This design comes from an exercise in tuning for small area on the open sky130 flow, not from production work. In this exercise RTL edits were held to simulation tests only and were not proved equivalent to the original. Power and IR drop assume default switching activity.

===== design.v =====
`timescale 1ns / 1ps
module dff ( D, Q, clk, en, rst, start );
	input D,clk,en,rst,start;
	output Q;
	reg Q;
	always @ (posedge clk)
	begin
		if (rst)
			Q <= 1'b1;
		else if (en)
		begin
			if (start == 1'b0)
				Q <= 1'b1;
			else
				Q <= D;
		end
	end
endmodule
`timescale 1ns / 1ps
module clock_divider ( cin, rst, cout, tick );
 input cin;
 input rst;
 output cout;
 output tick;
 parameter timeconst = 15; 
 integer count0;
 integer count1;
 integer count2;
 integer count3;
 reg d;
 reg cout;
 assign tick = d & ~cout;
 always @ (posedge cin )
begin
 if (rst)
begin
 count0 <= 0;
 count1 <= 0;
 count2 <= 0;
 count3 <= 0;
 d <= 0;
 cout <= 0;
end
 else
begin
 count0 <= (count0 + 1);
 if ((count0 == timeconst))
begin 
 count0 <= 0;
 count1 <= (count1 + 1);
end
 else if ((count1 == timeconst))
begin
 count1 <= 0;
 count2 <= (count2 + 1);
end
 else if ((count2 == timeconst))
begin
 count2 <= 0;
 count3 <= (count3 + 1);
end
 else if ((count3 == timeconst))
begin
 count3 <= 0;
 d <= ~ (d);
end
 cout <= d;
end
end  
endmodule
`timescale 1ns / 1ps
module s_clock_divider ( cin, rst, cout, tick );
 input cin;
 input rst;
 output cout;
 output tick;
 parameter timeconst = 10; 
 integer count0;
 integer count1;
 integer count2;
 integer count3;
 reg d;
 reg cout;
 assign tick = d & ~cout;
 always @ (posedge cin )
begin
 if (rst)
begin
 count0 <= 0;
 count1 <= 0;
 count2 <= 0;
 count3 <= 0;
 d <= 0;
 cout <= 0;
end
 else
begin
 count0 <= (count0 + 1);
 if ((count0 == timeconst))
begin 
 count0 <= 0;
 count1 <= (count1 + 1);
end
 else if ((count1 == timeconst))
begin
 count1 <= 0;
 count2 <= (count2 + 1);
end
 else if ((count2 == timeconst))
begin
 count2 <= 0;
 count3 <= (count3 + 1);
end
 else if ((count3 == timeconst))
begin
 count3 <= 0;
 d <= ~ (d);
end
 cout <= d;
end
end  
endmodule
`timescale 1ns / 1ps
module casino(d, s, c, start, roll, rst, clk);
	output reg [3:0] d; 
	output reg [6:0] s;
	reg Win;
	reg L; 
	reg roll_q;
	input [7:0] c;
	input start, clk, roll, rst; 
	wire [7:0] rnd;
	wire [7:0] w;
	wire dclk, sclk;
	wire dtick, stick;
	clock_divider display_clk(.cin(clk), .rst(rst), .cout(dclk), .tick(dtick));
	s_clock_divider slow_clk(.cin(clk), .rst(rst), .cout(sclk), .tick(stick));
	assign w[0] = (c[0]&rnd[0])^w[1];
	assign w[1] = (c[1]&rnd[1])^w[2];
	assign w[2] = (c[2]&rnd[2])^w[3];
	assign w[3] = (c[3]&rnd[3])^w[4];
	assign w[4] = (c[4]&rnd[4])^w[5];
	assign w[5] = (c[5]&rnd[5])^w[6];
	assign w[6] = (c[6]&rnd[6])^w[7];
	assign w[7] = (c[7]&rnd[7]);
	dff dff0(.D(w[0]),.Q(rnd[0]), .clk(clk), .en(stick), .rst(rst), .start(start));
	dff dff1(.D(rnd[0]),.Q(rnd[1]), .clk(clk), .en(stick), .rst(rst), .start(start));
	dff dff2(.D(rnd[1]),.Q(rnd[2]), .clk(clk), .en(stick), .rst(rst), .start(start));
	dff dff3(.D(rnd[2]),.Q(rnd[3]), .clk(clk), .en(stick), .rst(rst), .start(start));
	dff dff4(.D(rnd[3]),.Q(rnd[4]), .clk(clk), .en(stick), .rst(rst), .start(start));
	dff dff5(.D(rnd[4]),.Q(rnd[5]), .clk(clk), .en(stick), .rst(rst), .start(start));
	dff dff6(.D(rnd[5]),.Q(rnd[6]), .clk(clk), .en(stick), .rst(rst), .start(start));
	dff dff7(.D(rnd[6]),.Q(rnd[7]), .clk(clk), .en(stick), .rst(rst), .start(start));
	always @(posedge clk)  
	begin
		if(rst)
		begin
			{Win,L} <= 2'b01;
			roll_q <= 1'b1;
		end
		else
		begin
			roll_q <= roll;
			if(roll & ~roll_q)
			begin
				if((rnd[7:4]==rnd[3:0])&start)
					{Win,L} <= 2'b10;
				else if(start)
					{Win,L} <= 2'b01;
			end
		end
	end
	always @(posedge clk)  
	begin
		if(rst)
			d <= 4'b1110;
		else if(dtick)
		case(d)
			4'b1110: d <= 4'b1101;
			4'b1101: d <= 4'b1011;
			4'b1011: d <= 4'b0111;
			4'b0111: d <= 4'b1110;
			default: d <= 4'b1110;
		endcase	
	end
	always @(posedge clk)
	begin
		if(rst)
			s <= 7'b1111111;
		else
		begin
		if(~d[0])
			case(rnd[7:4])
				4'd0 : s <= 7'b0000001;
				4'd1 : s <= 7'b1001111;
				4'd2 : s <= 7'b0010010;
				4'd3 : s <= 7'b0000110;
				4'd4 : s <= 7'b1001100;
				4'd5 : s <= 7'b0100100;
				4'd6 : s <= 7'b0100000;
				4'd7 : s <= 7'b0001111;
				4'd8 : s <= 7'b0000000;
				4'd9 : s <= 7'b0001100;
				4'd10: s <= 7'b0001000;
				4'd11: s <= 7'b1100000;
				4'd12: s <= 7'b0110001;
				4'd13: s <= 7'b1000010;
				4'd14: s <= 7'b0110000;
				4'd15: s <= 7'b0111000;
			endcase
		if(~d[1])
			case(rnd[3:0])
				4'd0 : s <= 7'b0000001;
				4'd1 : s <= 7'b1001111;
				4'd2 : s <= 7'b0010010;
				4'd3 : s <= 7'b0000110;
				4'd4 : s <= 7'b1001100;
				4'd5 : s <= 7'b0100100;
				4'd6 : s <= 7'b0100000;
				4'd7 : s <= 7'b0001111;
				4'd8 : s <= 7'b0000000;
				4'd9 : s <= 7'b0001100;
				4'd10: s <= 7'b0001000;
				4'd11: s <= 7'b1100000;
				4'd12: s <= 7'b0110001;
				4'd13: s <= 7'b1000010;
				4'd14: s <= 7'b0110000;
				4'd15: s <= 7'b0111000;
			endcase
		if(~d[2])
			case({Win, L})
				2'b01: s <= 7'b0000001;
				2'b10: s <= 7'b1111001;
				default: s <= 7'b0000001;
			endcase
		if(~d[3])
			case({Win,L})
				2'b01: s <= 7'b1110001;
				2'b10: s <= 7'b1000001;
				default: s <= 7'b0000001;
			endcase
		end
	end
endmodule

===== run.sh =====
#!/bin/bash
# synth_recipe.tcl (not shown) runs the flow's synth.tcl, then flattens the netlist and writes it again
# the make line also repeats each setting of config.mk as NAME=value (left out here)
make -C /OpenROAD-flow-scripts/flow DESIGN_CONFIG=/design/flow/config.mk WORK_HOME=/design/flow/orfs CLKGATE_MAP_FILE= SYNTH_SCRIPT=/design/flow/synth_recipe.tcl finish

===== config.mk =====
export PLATFORM = sky130hd
export DESIGN_NAME = casino
export DESIGN_NICKNAME = casino
export VERILOG_FILES = /design/flow/design.v
export SDC_FILE = /design/flow/constraint.sdc
export NUM_CORES = 4
export LEC_CHECK = 0
export CAP_MARGIN = 20
export CORE_MARGIN = 2
export CORE_UTILIZATION = 40
export SLEW_MARGIN = 20

===== constraint.sdc =====
create_clock -name core_clock -period 10.0 [get_ports {clk}]
set_input_delay 2.0000 -clock core_clock [delete_from_list [all_inputs] [get_ports {clk}]]
set_output_delay 2.0000 -clock core_clock [all_outputs]
set_load 0.01 [all_outputs]

==> flow_metrics.tcl, run 1 <==
set metrics [dict create \
    synth_fp_nets 1735 \
    tns_ps 0 \
    status "timing/DRC/antenna clean" \
    yosysWarningCount 4 \
    clockPowerShare_pct 52.6 \
    cp-start-kind "register" \
    synth.distinct_cells 67 \
    clkLatencyLatePin_ps 510 \
    worst-path-buf-inv 1 \
    cts_made_buffers 35 \
    crit_path_max_incr_delay_ps 750 \
    fin_util_pct 46.0 \
    internal_power_mw 2.07 \
    grt_max_degree 59 \
    min_period_over_period_pct 39.2 \
    multi_input_area_mm2 0.00768 \
    die_width_um 191 \
    avgSynthCellArea_um2 8.27 \
    n_fill_cell 3470 \
    seqCellArea_mm2 0.00593 \
    firstDrtPassIters 5 \
    crit_chain "clkdlybuf4s50_1" \
    finalMaxSlewViolations 0 \
    route.detailed.drc 0 \
    worst_slack_ps 6080 \
    nets 1739 \
    yosys.area_share.xor_xnor_pct 12.9 \
    detail-route-antenna-nets 0 \
    setup_viol 0 \
    layout-drive-gt1-share_pct 5.45 \
    via_count 11400 \
    floorplan.initialDensity_pct 40.6 \
    synth.area.mux_share_pct 0.856 \
    syn_inst 1697 \
    max-cap-violations 0 \
    io_pins 23 \
    cts_sinks 296 \
    switching_power_mw 0.517 \
    hold_violations 0 \
    arrival_ps 1920 \
    path_max_fanout 17 \
    htreeDepth 2 \
    syn_to_final_growth_pct 13.1 \
    cp_slowest_cell "dfxtp_1" \
    vdd_drop_max_uv 120 \
    skew_ps 12.0 \
    diodes 0 \
    cts_resized 0 \
    grt.total_usage_pct 15.6 \
    cts_tree "built" \
    clk_pin_slew_worst_paths_ps 50 \
    cellLeakagePower_nw 5.54 \
    chipHeight_um 191 \
    synth_top_family_by_area "simple AND/OR/NAND/NOR gates" \
    power_frac_comb_pct 1.6 \
    yosys_register_bits 296 \
    post_cts.repair.setup_buffers 0 \
    yosysTopAreaCell "dfxtp_1" \
    synth-compound-area-share_pct 7.92 \
    period_needed_ps 3920 \
    max_freq_ghz 0.255 \
    synthAdderAreaFrac_pct 2.32 \
    wl_per_cell_um 12.9 \
    dp_hpwl_um 18700 \
    path_delay_family "flip-flops" \
    synth-simple-area-share_pct 30.8 \
    async_reset_ff_share_pct 0 \
    preCtsSetupSlack_ps 5680 \
    vias_per_cell 5.25 \
    synth_top_cell_area_share_pct 42.2 \
    synth_edf_count 0 \
    grt_pass1_vias 10700 \
    synth_seq_area_share_pct 42.2 \
    drtIter0Drc 465 \
    swShare_pct 20.0 \
    tightest_slew_ps 992 \
    antenna_found_initial 0 \
    wl_um 28200 \
    core_area_mm2 0.0345 \
    slew_headroom_pct 33.9 \
    cts-hold-fix-buffers 0 \
    critPathKind "reg -> out" \
    die_area_mm2 0.0366 \
    rsz0062_at_grt "false" \
    yosys-top-cells-area "dfxtp_1 42%, nor2_1 7.9%, xor2_1 7.1%, xnor2_1 5.8%, nand2_1 3.4%" \
    cts-root-buf "clkbuf_16" \
    rows 68 \
    hp-class "reg -> reg" \
    netlist_area_mm2 0.0140 \
    grt_overflow 0 \
    p_seq_share_pct 45.8 \
    crit_required_ps 8000 \
    grt_pass1_wl_um 49100 \
    cellPowerDensity_mw_per_mm2 163 \
    clock_path_buffers 3 \
    routabilityCongestion 0.804 \
    port_buffers 22 \
    synth_top_flop_cell "dfxtp_1" \
    endpoint_kind "primary output" \
]
through the flow:
| stage | power (mW) | std cells | instance area, um^2 | hold WS (ps) |
|---|---|---|---|---|
| after floorplan | 1.24 | 1697 | 14000 | 418 |
| after global placement | 1.25 | 2119 | 14600 | 430 |
| after detailed placement | 1.25 | 2119 | 14600 | 444 |
| after CTS | 2.63 | 2181 | 15900 | 454 |
| after global routing | 2.68 | 2181 | 15900 | 492 |
| final | 2.59 | 2181 | 15900 | 448 |
power by group through the flow:
stage	registers, mW	clock network (mW)	logic, mW
floorplan	1.21	0	0.0295
global placement	1.21	0	0.0422
detailed placement	1.21	0	0.0429
CTS	1.19	1.41	0.0430
global route	1.19	1.45	0.0471
finish	1.19	1.36	0.0421
synthesized netlist by cell type, types with 3 or more instances:
cell type and count:
a221o_1 3, nand3_1 94, and4_1 16, nor2b_1 10, a311oi_1 5, a21o_1 5
nand3b_1 6, o211ai_1 6, nand2b_1 10, or3_1 35, nand4_1 70, o2111ai_1 3
clkbuf_1 51, nor2_2 3, inv_1 48, o21ai_0 57, a21oi_1 65, xnor2_1 93
and3_1 40, nor3_1 53, and2_1 8, mux2i_1 12, ha_1 26, xor2_1 113
a211oi_1 5, buf_2 3, nand2_1 126, or2_2 17, nor2_1 297, dfxtp_1 296
nor4_1 55, a22o_1 4, buf_1 4, o22a_1 3, nor4b_1 6, or4_1 4
o21bai_1 5
placed cells by master, fill, tap and decap left out, types with 48 or more instances in the layout:
cell type  netlist  routed
o21ai_0         57      57
nand3_1         94      94
xor2_1         113     113
nand4_1         70      70
inv_1           48      48
nor3_1          53      53
xnor2_1         93      93
nor4_1          55      55
dfxtp_1        296     296
nor2_1         297     297
a21oi_1         65      65
nand2_1        126     126
final cells by class:
type / count / share of cell area (%)
Timing Repair Buffer: 27 / 1.61
Inverter: 48 / 1.14
Sequential cell: 296 / 37.3
Multi-Input combinational cell: 1293 / 48.4
Tap cell: 455 / 3.59
Clock inverter: 10 / 1.12
Clock buffer: 52 / 6.82
metal layers:
layer / track usage (%) / vias to the layer above / routed length (um)
met1: 21.1 / 5341 / 14200
met2: 25.5 / 141 / 12500
met4: 4.50 / 0 / 557
met5: 0 / - / 0
met3: 2.46 / 42 / 928
li1: - / 5921 / -
kinds of logic after synthesis:
group,Yosys count
flip-flops,296
XOR/XNOR,206
multiplexers,12
adder cells (fa/ha/maj),26
AND/OR/NAND/NOR,867
buffers and inverters,108
AO/OA/AOI/OAI,182
sequential cells by signal (all words and copies together), names as in the netlist, 4 cells and up, named ones only:
register and count:
slow_clk.count0 32, display_clk.count1 32, slow_clk.count2 32, display_clk.count2 32, s 7, display_clk.count0 32
slow_clk.count1 32, slow_clk.count3 32, d 4, display_clk.count3 32
final timing paths:
path                                    startpoint  slack, ps  depth (start not counted)                             endpoint
setup reg to reg  display_clk.count0[0]$_SDFF_PP0_       6560                          8  display_clk.count3[31]$_SDFFE_PP0P_
hold reg to reg   display_clk.count0[0]$_SDFF_PP0_        450                          1     display_clk.count0[0]$_SDFF_PP0_
hold / removal    display_clk.count0[0]$_SDFF_PP0_        450                          1     display_clk.count0[0]$_SDFF_PP0_
setup / recovery                 d[1]$_SDFFE_PP1P_       6080                          1                                 d[1]
==> run 2, diff against run 1 <==
==> design.v (replaced) <==
`timescale 1ns / 1ps
module casino(d, s, c, start, roll, rst, clk);
	output [3:0] d;
	output [6:0] s;
	input [7:0] c;
	input start, clk, roll, rst;
	reg [10:0] cap;   
	wire [10:0] ca = cap ^ 11'd682;
	wire ca_j = (ca == 11'd1020);
	wire ca_d0 = (ca == 11'd1020);
	wire ca_d1 = (ca == 11'd40);
	wire ca_fb = ca[10] ^ ca[1] ^ ca_j;
	always @(posedge clk) cap <= rst ? 11'd469 : ({ca[9:0], ca_fb} ^ 11'd682);
	reg [4:0] cyp;   
	wire [4:0] cy = cyp ^ 5'd10;
	wire cy_j = (cy == 5'd11);
	wire cy_d0 = (cy == 5'd11);
	wire cy_fb = cy[4] ^ cy[1] ^ cy_j;
	always @(posedge clk) cyp <= rst ? 5'd15 : ({cy[3:0], cy_fb} ^ 5'd10);
	reg [3:0] cvp;   
	wire [3:0] cv = cvp ^ 4'd10;
	wire cv_j = (cv == 4'd9);
	wire cv_d0 = (cv == 4'd9);
	wire cv_fb = cv[3] ^ cv[0] ^ cv_j;
	always @(posedge clk) cvp <= rst ? 4'd1 : ({cv[2:0], cv_fb} ^ 4'd10);
	wire e54 = ca_j & cy_j;          
	wire stick = ca_d1 & cv_j;       
	reg [2:0] kk;
	always @(posedge clk)
		if (rst) kk <= 3'd0;
		else if (e54) kk <= kk + 3'd1;
	wire [1:0] k = kk[2:1];
	assign d = ~(4'b0001 << k);
	reg [7:0] r;
	always @(posedge clk)
		if (rst) r <= 8'hFF;
		else if (stick) r <= start ? {r[6:0], ^(c & r)} : 8'hFF;
	reg W, roll_q;
	always @(posedge clk)
		if (rst) begin W <= 1'b0; roll_q <= 1'b1; end
		else begin
			roll_q <= roll;
			if (roll & ~roll_q & start) W <= (r[7:4] == r[3:0]);
		end
	localparam [15:0] H0 = 16'b0001000010000011;
	localparam [15:0] H1 = 16'b0010000010001110;
	localparam [15:0] H2 = 16'b0000001010111010;
	localparam [15:0] H3 = 16'b1000011010010010;
	localparam [15:0] H4 = 16'b1101000000000100;
	localparam [15:0] H5 = 16'b1101100001100000;
	localparam [15:0] H6 = 16'b0010100000010010;
	wire [3:0] nib = (k == 2'd0) ? r[7:4] : r[3:0];
	wire [6:0] hx = {H6[nib], H5[nib], H4[nib], H3[nib], H2[nib], H1[nib], H0[nib]};
	reg [4:0] sc;
	always @(posedge clk)
		if (rst) sc <= 5'b10011;
		else case (k)
			2'd0: sc <= {1'b0, r[7:4]};
			2'd1: sc <= {1'b0, r[3:0]};
			2'd2: sc <= W ? 5'b10010 : 5'b00000;
			default: sc <= W ? 5'b10000 : 5'b10001;
		endcase
	wire [6:0] hs = {H6[sc[3:0]], H5[sc[3:0]], H4[sc[3:0]], H3[sc[3:0]], H2[sc[3:0]], H1[sc[3:0]], H0[sc[3:0]]};
	reg [6:0] sp;
	always @* case (sc[1:0])
		2'b00: sp = 7'b1000001;
		2'b01: sp = 7'b1110001;
		2'b10: sp = 7'b1111001;
		default: sp = 7'b1111111;
	endcase
	assign s = sc[4] ? sp : hs;
endmodule
--- a/config.mk
+++ b/config.mk
@@ -9,3 +9,5 @@
 export CORE_MARGIN = 2
-export CORE_UTILIZATION = 40
+export CORE_UTILIZATION = 85
+export CTS_BUF_LIST = sky130_fd_sc_hd__clkbuf_4
+export PLACE_DENSITY = 0.9
 export SLEW_MARGIN = 20
==> flow_metrics.tcl, run 2 <==
set metrics [dict create \
    yosys_register_bits 38 \
    yosysTopAreaCell "dfxtp_1" \
    async_reset_ff_share_pct 0 \
    floorplan.initialDensity_pct 91.5 \
    syn_inst 204 \
    chipHeight_um 50.4 \
    synth_seq_area_share_pct 41.5 \
    rows 16 \
    netlist_area_mm2 0.00183 \
    status "did not finish" \
    stop_stage "global placement without I/O (3_1_place_gp_skip_io)" \
    yosysWarningCount 1 \
    synth_fp_nets 224 \
    synth_commonest_cells "38 x dfxtp_1, 24 x nor2_1, 14 x nand2b_1" \
    yosys-top-cells-area "dfxtp_1 42%, ha_1 5.5%, xnor2_1 5.3%, nor2_1 4.9%, nand2b_1 4.8%" \
    synth_top_cell_area_share_pct 41.5 \
    stop_error "[ERROR GPL-0301] Utilization 101.591 % exceeds 100%." \
    synth_top_flop_cell "dfxtp_1" \
    synth.distinct_cells 39 \
    yosysMostFrequentCell "dfxtp_1" \
    avgSynthCellArea_um2 8.98 \
    synth_edf_count 0 \
    die_width_um 50.4 \
]
run 2: logic make-up after synthesis:
family	count (synthesis)	synth area share [%]
simple gates	86	27.1
compound gates	38	13.3
flops	38	41.5
buf+inv	15	3.14
xor+xnor	14	6.69
fa+ha+maj	8	5.46
mux	5	2.73
==> run 3, diff against run 2 <==
--- a/config.mk
+++ b/config.mk
@@ -9,5 +9,4 @@
 export CORE_MARGIN = 2
-export CORE_UTILIZATION = 85
+export CORE_UTILIZATION = 60
 export CTS_BUF_LIST = sky130_fd_sc_hd__clkbuf_4
-export PLACE_DENSITY = 0.9
 export SLEW_MARGIN = 20
==> flow_metrics.tcl, run 3 <==
set metrics [dict create \
    io_pins 23 \
    layout-drive-gt1-share_pct 6.70 \
    die_width_um 59.3 \
    yosysWarningCount 1 \
    hold_violations 0 \
    synth_top_flop_cell "dfxtp_1" \
    synth_commonest_cells "38 x dfxtp_1, 24 x nor2_1, 14 x nand2b_1" \
    clockPowerShare_pct 28.0 \
    power_frac_comb_pct 11.3 \
    post_cts.repair.setup_buffers 0 \
    critPathKind "reg -> out" \
    clkLatencyLatePin_ps 330 \
    chipHeight_um 59.3 \
    rsz0062_at_grt "false" \
    n_fill_cell 246 \
    hold_end "cyp[1]$_SDFF_PP1_" \
    synth_top_cell_area_share_pct 41.5 \
    max-cap-violations 0 \
    max_freq_ghz 0.238 \
    grt_pass1_wl_um 5930 \
    cellPowerDensity_mw_per_mm2 127 \
    timing.rr.end "r[0]$_SDFFE_PP1P_" \
    tns_ps 0 \
    synth.distinct_cells 39 \
    grt_pass1_vias 1359 \
    route.detailed.drc 0 \
    reg_top3 "cap (11), r (8)" \
    grt_overflow 0 \
    cts_made_buffers 5 \
    timing.rr.start "cap[5]$_SDFF_PP0_" \
    port_buffers 22 \
    preCtsSetupSlack_ps 6160 \
    min_period_over_period_pct 42.0 \
    vdd_drop_max_uv 128 \
    internal_power_mw 0.204 \
    tightest_slew_ps 577 \
    routabilityCongestion 0.917 \
    avgSynthCellArea_um2 8.98 \
    floorplan.initialDensity_pct 61.5 \
    seqCellArea_um2 761 \
    rows 20 \
    p_seq_share_pct 60.7 \
    cp_slowest_cell "clkdlybuf4s50_1" \
    syn_inst 204 \
    stdcell_count 257 \
    top_register "cap" \
    multi_input_area_mm2 0.00101 \
    async_reset_ff_share_pct 0 \
    detail-route-antenna-nets 0 \
    wl_um 3420 \
    cts-hold-fix-buffers 0 \
    wl_per_cell_um 13.3 \
    place_area_mm2 0.00205 \
    cts_resized 0 \
    yosys_register_bits 38 \
    grt.total_usage_pct 22.2 \
    finalMaxSlewViolations 0 \
    crit_path_max_incr_delay_ps 550 \
    worst_slack_ps 5800 \
    stdcell_area_mm2 0.00210 \
    period_needed_ps 4200 \
    antenna_found_initial 0 \
    die_area_mm2 0.00351 \
    place_inst 249 \
    r2r_setup_slack_ps 8170 \
    skew_ps 6.23 \
    grt_max_degree 40 \
    hold_depth 1 \
    diodes 0 \
    cts_sinks 38 \
    core_area_mm2 0.00298 \
    fin_util_pct 70.6 \
    synth_seq_area_share_pct 41.5 \
    crit_chain "inv_1 -> ha_1 -> a211oi_1 -> a211oi_1 -> a21oi_1 -> clkdlybuf4s50_1" \
    clock_path_buffers 2 \
    arrival_ps 2200 \
    endpoint_kind "primary output" \
    clk_pin_slew_worst_paths_ps 110 \
    cts_tree "built" \
    switching_power_mw 0.0633 \
    final_cell_mix "38 x dfxtp_1, 24 x nor2_1, 21 x clkdlybuf4s50_1, 14 x nand2b_1, 12 x nand2_1" \
    via_count 1415 \
    nets 243 \
    cp-start-kind "register" \
    syn_to_final_growth_pct 14.8 \
    mostFrequentLayoutCell "dfxtp_1" \
    synth_fp_nets 224 \
    yosysMostFrequentCell "dfxtp_1" \
    htreeDepth 2 \
    slew_headroom_pct 61.5 \
    synth_edf_count 0 \
    setup_viol 0 \
    largest_reg_flops 11 \
    path_max_fanout 6 \
    status "timing/DRC/antenna clean" \
    yosysTopAreaCell "dfxtp_1" \
    power.total_mw 0.267 \
    whs_ps 404 \
    crit_required_ps 8000 \
    swShare_pct 23.7 \
    netlist_area_mm2 0.00183 \
    dp_hpwl_um 2530 \
    firstDrtPassIters 4 \
    drtIter0Drc 80 \
    worst_r2r_path_depth 4 \
    vias_per_cell 5.51 \
    cts-root-buf "clkbuf_4" \
    yosys-top-cells-area "dfxtp_1 42%, ha_1 5.5%, xnor2_1 5.3%, nor2_1 4.9%, nand2b_1 4.8%" \
    cellLeakagePower_nw 0.880 \
    hp-class "reg -> reg" \
    crit_path_frequent_cell "a211oi_1" \
    holdCritStartpoint "cyp[0]$_SDFF_PP1_" \
]
-- run 3: cell counts after synthesis --
No cell type changed its count.
-- run 3: layout make-up --
class / instances / area share (%)
sequential: 38 / 36.2
multi-input combinational: 151 / 48.2
inverter: 5 / 0.892
timing repair buffer: 22 / 10.2
tap: 33 / 1.96
clock buffer: 6 / 2.14
clock inverter: 2 / 0.416
-- run 3: cell families after synthesis --
kind of cell	Yosys count	synth area share [%]
and+or+nand+nor	86	27.1
AOI/OAI and AO/OA	38	13.3
DFF	38	41.5
buffers and inverters	15	3.14
xor gates and xnor gates	14	6.69
adders and majority gates	8	5.46
muxes	5	2.73
-- run 3: power by group through the flow --
stage	Sequential (mW)	Clock [mW]	Combinational, mW
after detailed placement	0.166	0	0.0304
after floorplan	0.163	0	0.0211
after CTS	0.162	0.0785	0.0307
final	0.162	0.0747	0.0301
after global routing	0.163	0.0850	0.0332
after global placement	0.165	0	0.0293
-- run 3: worst max-delay path by stage --
stage / start / endpoint / cells after the start
global placement: sc[0]$_SDFF_PP1_ / s[3] / 6
CTS: sc[0]$_SDFF_PP1_ / s[3] / 6
global route: sc[0]$_SDFF_PP1_ / s[3] / 6
detailed placement: sc[0]$_SDFF_PP1_ / s[3] / 6
finish: sc[0]$_SDFF_PP1_ / s[3] / 6
floorplan: sc[0]$_SDFF_PP1_ / s[3] / 5
-- run 3: routing by layer --
metal	global-route usage [%]	vias to the layer above	part of all wire (%)
li1	-	733	-
met1	28.1	661	45
met2	38.1	15	51
met3	4.15	6	2.3
met4	6.82	0	1.2
met5	0	-	0
-- run 3: critical path: cells and delay by family, from the launching register on --
family	cells	cell delay, ps
buffers and inverters	2	680
AO/OA/AOI/OAI	3	400
adder cells (fa/ha/maj)	1	350
flip-flops	1	450
==> run 4, diff against run 3 <==
--- a/config.mk
+++ b/config.mk
@@ -9,4 +9,3 @@
 export CORE_MARGIN = 2
-export CORE_UTILIZATION = 60
-export CTS_BUF_LIST = sky130_fd_sc_hd__clkbuf_4
+export CORE_UTILIZATION = 40
 export SLEW_MARGIN = 20
==> flow_metrics.tcl, run 4 <==
set metrics [dict create \
    diodes 0 \
    timing.rr.start "cap[5]$_SDFF_PP0_" \
    io_pins 23 \
    finalMaxSlewViolations 0 \
    layout-drive-gt1-share_pct 7.11 \
    worst-path-buf-inv 2 \
    slew_headroom_pct 62.1 \
    wl_um 3230 \
    cts_sinks 38 \
    clk_pin_slew_worst_paths_ps 80 \
    antenna_found_initial 0 \
    yosys.area_share.xor_xnor_pct 6.69 \
    crit_chain "inv_1 -> ha_1 -> a211oi_1 -> a211oi_1 -> a21oi_1 -> clkdlybuf4s50_1" \
    vdd_drop_max_uv 107 \
    clkLatencyLatePin_ps 280 \
    max-cap-violations 0 \
    rows 24 \
    syn_inst 204 \
    worst_r2r_path_depth 4 \
    top_usage_layer "met1" \
    period_needed_ps 4140 \
    yosysTopAreaCell "dfxtp_1" \
    crit_path_frequent_cell "a211oi_1" \
    switching_power_mw 0.0707 \
    firstDrtPassIters 4 \
    grt_max_degree 40 \
    port_buffers 22 \
    chipHeight_um 71.7 \
    yosysWarningCount 1 \
    met1_usage_pct 20.7 \
    arrival_ps 2140 \
    detail-route-antenna-nets 0 \
    timing.rr.end "r[0]$_SDFFE_PP1P_" \
    hold_violations 0 \
    cts_resized 0 \
    tns_ps 0 \
    final_cell_mix "38 x dfxtp_1, 24 x nor2_1, 22 x clkdlybuf4s50_1, 14 x nand2b_1, 12 x nand2_1" \
    die_width_um 71.7 \
    holdCritStartpoint "cap[3]$_SDFF_PP0_" \
    synth_fp_nets 224 \
    cts-hold-fix-buffers 0 \
    via_count 1383 \
    cp-start-kind "register" \
    internal_power_mw 0.230 \
    syn_to_final_growth_pct 19.1 \
    hp-class "reg -> reg" \
    async_reset_ff_share_pct 0 \
    path_delay_family "buffers and inverters" \
    cts_made_buffers 5 \
    p_seq_share_pct 53.9 \
    floorplan.initialDensity_pct 41.8 \
    grt_pass1_wl_um 5750 \
    synth_commonest_cells "38 x dfxtp_1, 24 x nor2_1, 14 x nand2b_1" \
    n_fill_cell 428 \
    synth.area.mux_share_pct 2.73 \
    power_frac_comb_pct 10.0 \
    swShare_pct 23.5 \
    htreeDepth 2 \
    grt_pass1_vias 1254 \
    critPathKind "reg -> out" \
    avgSynthCellArea_um2 8.98 \
    hold_depth 1 \
    core_area_mm2 0.00438 \
    largest_reg_flops 11 \
    seqCellArea_um2 761 \
    yosys-top-cells-area "dfxtp_1 42%, ha_1 5.5%, xnor2_1 5.3%, nor2_1 4.9%, nand2b_1 4.8%" \
    crit_required_ps 8000 \
    endpoint_kind "primary output" \
    die_area_mm2 0.00514 \
    synth-compound-area-share_pct 13.3 \
    synth.distinct_cells 39 \
    yosys_register_bits 38 \
    route.detailed.drc 0 \
    synth-simple-area-share_pct 27.1 \
    synthAdderAreaFrac_pct 5.46 \
    grt_overflow 0 \
    min_period_over_period_pct 41.4 \
    synth_top_family_by_area "simple AND/OR/NAND/NOR gates" \
    cellLeakagePower_nw 0.899 \
    clock_path_buffers 2 \
    synth_seq_area_share_pct 41.5 \
    grt.total_usage_pct 13.8 \
    reg_top3 "cap (11), r (8)" \
    fin_util_pct 49.7 \
    post_cts.repair.setup_buffers 0 \
    path_max_fanout 6 \
    dp_hpwl_um 2270 \
    clockPowerShare_pct 36.1 \
    cts-root-buf "clkbuf_8" \
    max_freq_ghz 0.242 \
    drtIter0Drc 57 \
    routabilityCongestion 0.914 \
    yosysMostFrequentCell "dfxtp_1" \
    mostFrequentLayoutCell "dfxtp_1" \
    synth_edf_count 0 \
    wl_per_cell_um 11.6 \
    nets 244 \
    cts_tree "built" \
    synth_top_cell_area_share_pct 41.5 \
    grt_use_met2_pct 20.0 \
    vias_per_cell 4.99 \
    top_register "cap" \
    cellPowerDensity_mw_per_mm2 138 \
    hold_end "cap[4]$_SDFF_PP1_" \
    status "timing/DRC/antenna clean" \
    skew_ps 5.22 \
    r2r_setup_slack_ps 8180 \
    multi_input_area_mm2 0.00101 \
    setup_viol 0 \
    use_met3_pct 2.67 \
    tightest_slew_ps 567 \
    crit_path_max_incr_delay_ps 540 \
    synth_top_flop_cell "dfxtp_1" \
    netlist_area_mm2 0.00183 \
    rsz0062_at_grt "false" \
    cp_slowest_cell "clkdlybuf4s50_1" \
]
==> run 4: cell type report <==
class	instances	share of cell area (%)
tap	52	2.98
sequential	38	34.9
clock inverter	2	0.574
multi-input combinational	151	46.5
inverter	5	0.861
clock buffer	6	3.79
timing repair buffer	23	10.4
==> run 4: logic make-up (layout without fill, tap and decap cells) <==
group | count (synthesis) | after routing
AO/OA/AOI/OAI | 38 | 38
XOR/XNOR | 14 | 14
adder cells (fa/ha/maj) | 8 | 8
buffers and inverters | 15 | 36
flip-flops | 38 | 38
multiplexers | 5 | 5
AND/OR/NAND/NOR | 86 | 86
==> run 4: per-stage QoR <==
stage / power (mW) / setup WS (ps) / area, um^2 / hold slack [ps] / std cells
2_1_floorplan: 0.184 / 6710 / 1830 / 366 / 204
3_3_place_gp: 0.196 / 6220 / 2090 / 373 / 269
3_5_place_dp: 0.196 / 6170 / 2090 / 378 / 269
4_1_cts: 0.304 / 5850 / 2180 / 400 / 277
5_1_grt: 0.314 / 5730 / 2180 / 419 / 277
6_report: 0.301 / 5860 / 2180 / 396 / 277
==> run 4: power groups by stage <==
stage	Combinational (mW)	Clock (mW)	Sequential, mW
2_1_floorplan	0.0211	0	0.163
3_3_place_gp	0.0301	0	0.166
4_1_cts	0.0305	0.111	0.162
3_5_place_dp	0.0303	0	0.166
6_report	0.0301	0.109	0.162
5_1_grt	0.0334	0.117	0.163
==> run 4: how the worst max path moves through the flow <==
stage | from | endpoint | cells past startpoint
6_report | sc[0]$_SDFF_PP1_ | s[3] | 6
4_1_cts | sc[0]$_SDFF_PP1_ | s[3] | 6
2_1_floorplan | sc[0]$_SDFF_PP1_ | s[3] | 5
3_3_place_gp | sc[0]$_SDFF_PP1_ | s[3] | 6
5_1_grt | sc[0]$_SDFF_PP1_ | s[3] | 6
3_5_place_dp | sc[0]$_SDFF_PP1_ | s[3] | 6
==> run 4: metal layers <==
layer	up-vias	wire length, um
met3	2	135
met4	0	25
li1	731	-
met5	-	0
met1	610	1670
met2	40	1390
==> run 5, diff against run 4 <==
--- a/config.mk
+++ b/config.mk
@@ -9,3 +9,6 @@
 export CORE_MARGIN = 2
-export CORE_UTILIZATION = 40
+export CORE_UTILIZATION = 70
+export CTS_BUF_LIST = sky130_fd_sc_hd__clkbuf_8
+export CTS_CLUSTER_DIAMETER = 200
+export CTS_CLUSTER_SIZE = 50
 export SLEW_MARGIN = 20
==> flow_metrics.tcl, run 5 <==
set metrics [dict create \
    final_cell_mix "38 x dfxtp_1, 24 x nor2_1, 21 x clkdlybuf4s50_1, 14 x nand2b_1, 12 x nand2_1" \
    clock_path_buffers 2 \
    period_needed_ps 4380 \
    mostFrequentLayoutCell "dfxtp_1" \
    largest_reg_flops 11 \
    cellPowerDensity_mw_per_mm2 161 \
    synth-compound-area-share_pct 13.3 \
    vdd_drop_max_uv 181 \
    timing.rr.start "cap[5]$_SDFF_PP0_" \
    routabilityCongestion 0.782 \
    setup_viol 0 \
    syn_to_final_growth_pct 19.2 \
    synth_top_flop_cell "dfxtp_1" \
    path_max_fanout 6 \
    yosys_register_bits 38 \
    cts_tree "built" \
    post_cts.repair.setup_buffers 0 \
    drtIter0Drc 70 \
    io_pins 23 \
    hp-class "reg -> reg" \
    holdCritStartpoint "cap[5]$_SDFF_PP0_" \
    fin_util_pct 88.1 \
    grt_max_degree 40 \
    tns_ps 0 \
    yosys-top-cells-area "dfxtp_1 42%, ha_1 5.5%, xnor2_1 5.3%, nor2_1 4.9%, nand2b_1 4.8%" \
    cp_slowest_cell "clkdlybuf4s50_1" \
    via_count 1515 \
    cellLeakagePower_nw 0.916 \
    critPathKind "reg -> out" \
    max_freq_ghz 0.228 \
    skew_ps 6.46 \
    synth_top_family_by_area "simple AND/OR/NAND/NOR gates" \
    die_area_mm2 0.00304 \
    htreeDepth 2 \
    synth_seq_area_share_pct 41.5 \
    netlist_area_mm2 0.00183 \
    avgSynthCellArea_um2 8.98 \
    grt_overflow 0 \
    reg_top3 "cap (11), r (8)" \
    max-cap-violations 0 \
    antenna_found_initial 0 \
    yosys.area_share.xor_xnor_pct 6.69 \
    die_width_um 55.2 \
    grt.total_usage_pct 32.1 \
    crit_required_ps 8000 \
    worst_slack_ps 5620 \
    slew_headroom_pct 60.8 \
    dp_hpwl_um 2600 \
    endpoint_kind "primary output" \
    yosysTopAreaCell "dfxtp_1" \
    synth_fp_nets 224 \
    rsz0062_at_grt "false" \
    core_area_mm2 0.00248 \
    firstDrtPassIters 4 \
    synth_commonest_cells "38 x dfxtp_1, 24 x nor2_1, 14 x nand2b_1" \
    clkLatencyLatePin_ps 290 \
    nets 243 \
    top_register "cap" \
    grt_pass1_vias 1419 \
    crit_path_max_incr_delay_ps 590 \
    cp-start-kind "register" \
    status "timing/DRC/antenna clean" \
    synthAdderAreaFrac_pct 5.46 \
    grt_pass1_wl_um 6710 \
    cts_resized 0 \
    floorplan.initialDensity_pct 73.9 \
    clk_pin_slew_worst_paths_ps 80 \
    detail-route-antenna-nets 0 \
    cts-root-buf "clkbuf_8" \
    arrival_ps 2380 \
    cts-hold-fix-buffers 0 \
    synth_top_cell_area_share_pct 41.5 \
    hold_violations 0 \
    synth.area.mux_share_pct 2.73 \
    yosysWarningCount 1 \
    yosysMostFrequentCell "dfxtp_1" \
    async_reset_ff_share_pct 0 \
    synth_edf_count 0 \
    chipHeight_um 55.2 \
    tightest_slew_ps 586 \
    cts_sinks 38 \
    startpoint "sc[0]$_SDFF_PP1_" \
    synth-simple-area-share_pct 27.1 \
    vias_per_cell 5.96 \
    min_period_over_period_pct 43.8 \
    crit_chain "inv_1 -> ha_1 -> a211oi_1 -> a31oi_1 -> o21ai_0 -> clkdlybuf4s50_1" \
    finalMaxSlewViolations 0 \
    synth.distinct_cells 39 \
    cts_made_buffers 5 \
    preCtsSetupSlack_ps 6120 \
    rows 18 \
    syn_inst 204 \
    layout-drive-gt1-share_pct 7.14 \
    wl_um 4270 \
    port_buffers 22 \
    diodes 0 \
    route.detailed.drc 0 \
    wl_per_cell_um 16.8 \
]
==> run 5: worst paths after layout <==
kind                       endpoint  slack (ps)  cells after the start
setup / recovery               s[2]        5620                      6
hold / removal    cap[6]$_SDFF_PP1_         400                      1
setup reg to reg  r[3]$_SDFFE_PP1P_        8120                      4
hold reg to reg   cap[6]$_SDFF_PP1_         400                      1
==> run 5: critical path, delay by kind of cell, from the launching register on <==
kind | cells | cell delay, ps
buf+inv | 2 | 740
compound gates | 3 | 650
flops | 1 | 460
fa+ha+maj | 1 | 240
==> run 5: final cells by class <==
cell class	count	area, um^2
fill	124	294
inverter	5	18.8
tap	30	37.5
timing repair buffer	22	215
clock buffer	5	68.8
clock inverter	3	68.8
multi-input combinational	151	1010
sequential	38	761
==> run 5: per-layer routing <==
metal	wire length (um)	GRT usage, %
met5	0	0
met4	124	15.0
met3	254	8.06
met2	2130	54.8
met1	1770	37.7
==> run 5: per-stage QoR <==
stage	std cells	power, mW	instance area (um^2)	hold WS (ps)
after detailed placement	246	0.197	2050	379
after global placement	246	0.194	2050	370
final	254	0.351	2180	398
after global routing	254	0.359	2180	415
after floorplan	204	0.184	1830	366
after CTS	254	0.352	2190	397
==> run 5: logic make-up (layout without fill, tap and decap cells) <==
family,Yosys count,in the layout
AND/OR/NAND/NOR,86,86
flip-flops,38,38
adder cells (fa/ha/maj),8,8
XOR/XNOR,14,14
buffers and inverters,15,35
AO/OA/AOI/OAI,38,38
multiplexers,5,5
==> run 5: power breakdown <==
group | internal [mW] | switching [mW]
Sequential | 0.157 | 0.00591
Clock | 0.0999 | 0.0566
Combinational | 0.0176 | 0.0137

[separate check: timing with driven ports]
The flow's constraints put no driver on any port. The routed layouts listed below were extracted and timed again, unchanged, in two steps. Step 1 assumes that a clkbuf_16 drives the clock port and a buf_2 every other input. Step 2, shift: input delay + t, output delay - t, t = (earliest + latest rising clock arrival at the registers) / 2. This alone moves slack from input paths to output paths. Three values: no drivers, after step 1, after step 2; two values: the first two.
run	t (ns)	setup slack, ns	worst hold slack (ns)
run 1	0.559	6.083 / 6.032 / 5.609	0.448 / 0.448 / 0.448
run 3	0.345	5.800 / 5.779 / 6.124	0.404 / 0.404 / 0.404
run 4	0.303	5.864 / 5.838 / 6.141	0.396 / 0.396 / 0.396
run 5	0.314	5.618 / 5.594 / 5.908	0.398 / 0.398 / 0.398
After both steps every run listed still meets setup and hold. For run 1, which loses most, drivers alone change the setup slack by -0.051 ns; drivers and shift together by -0.474 ns.
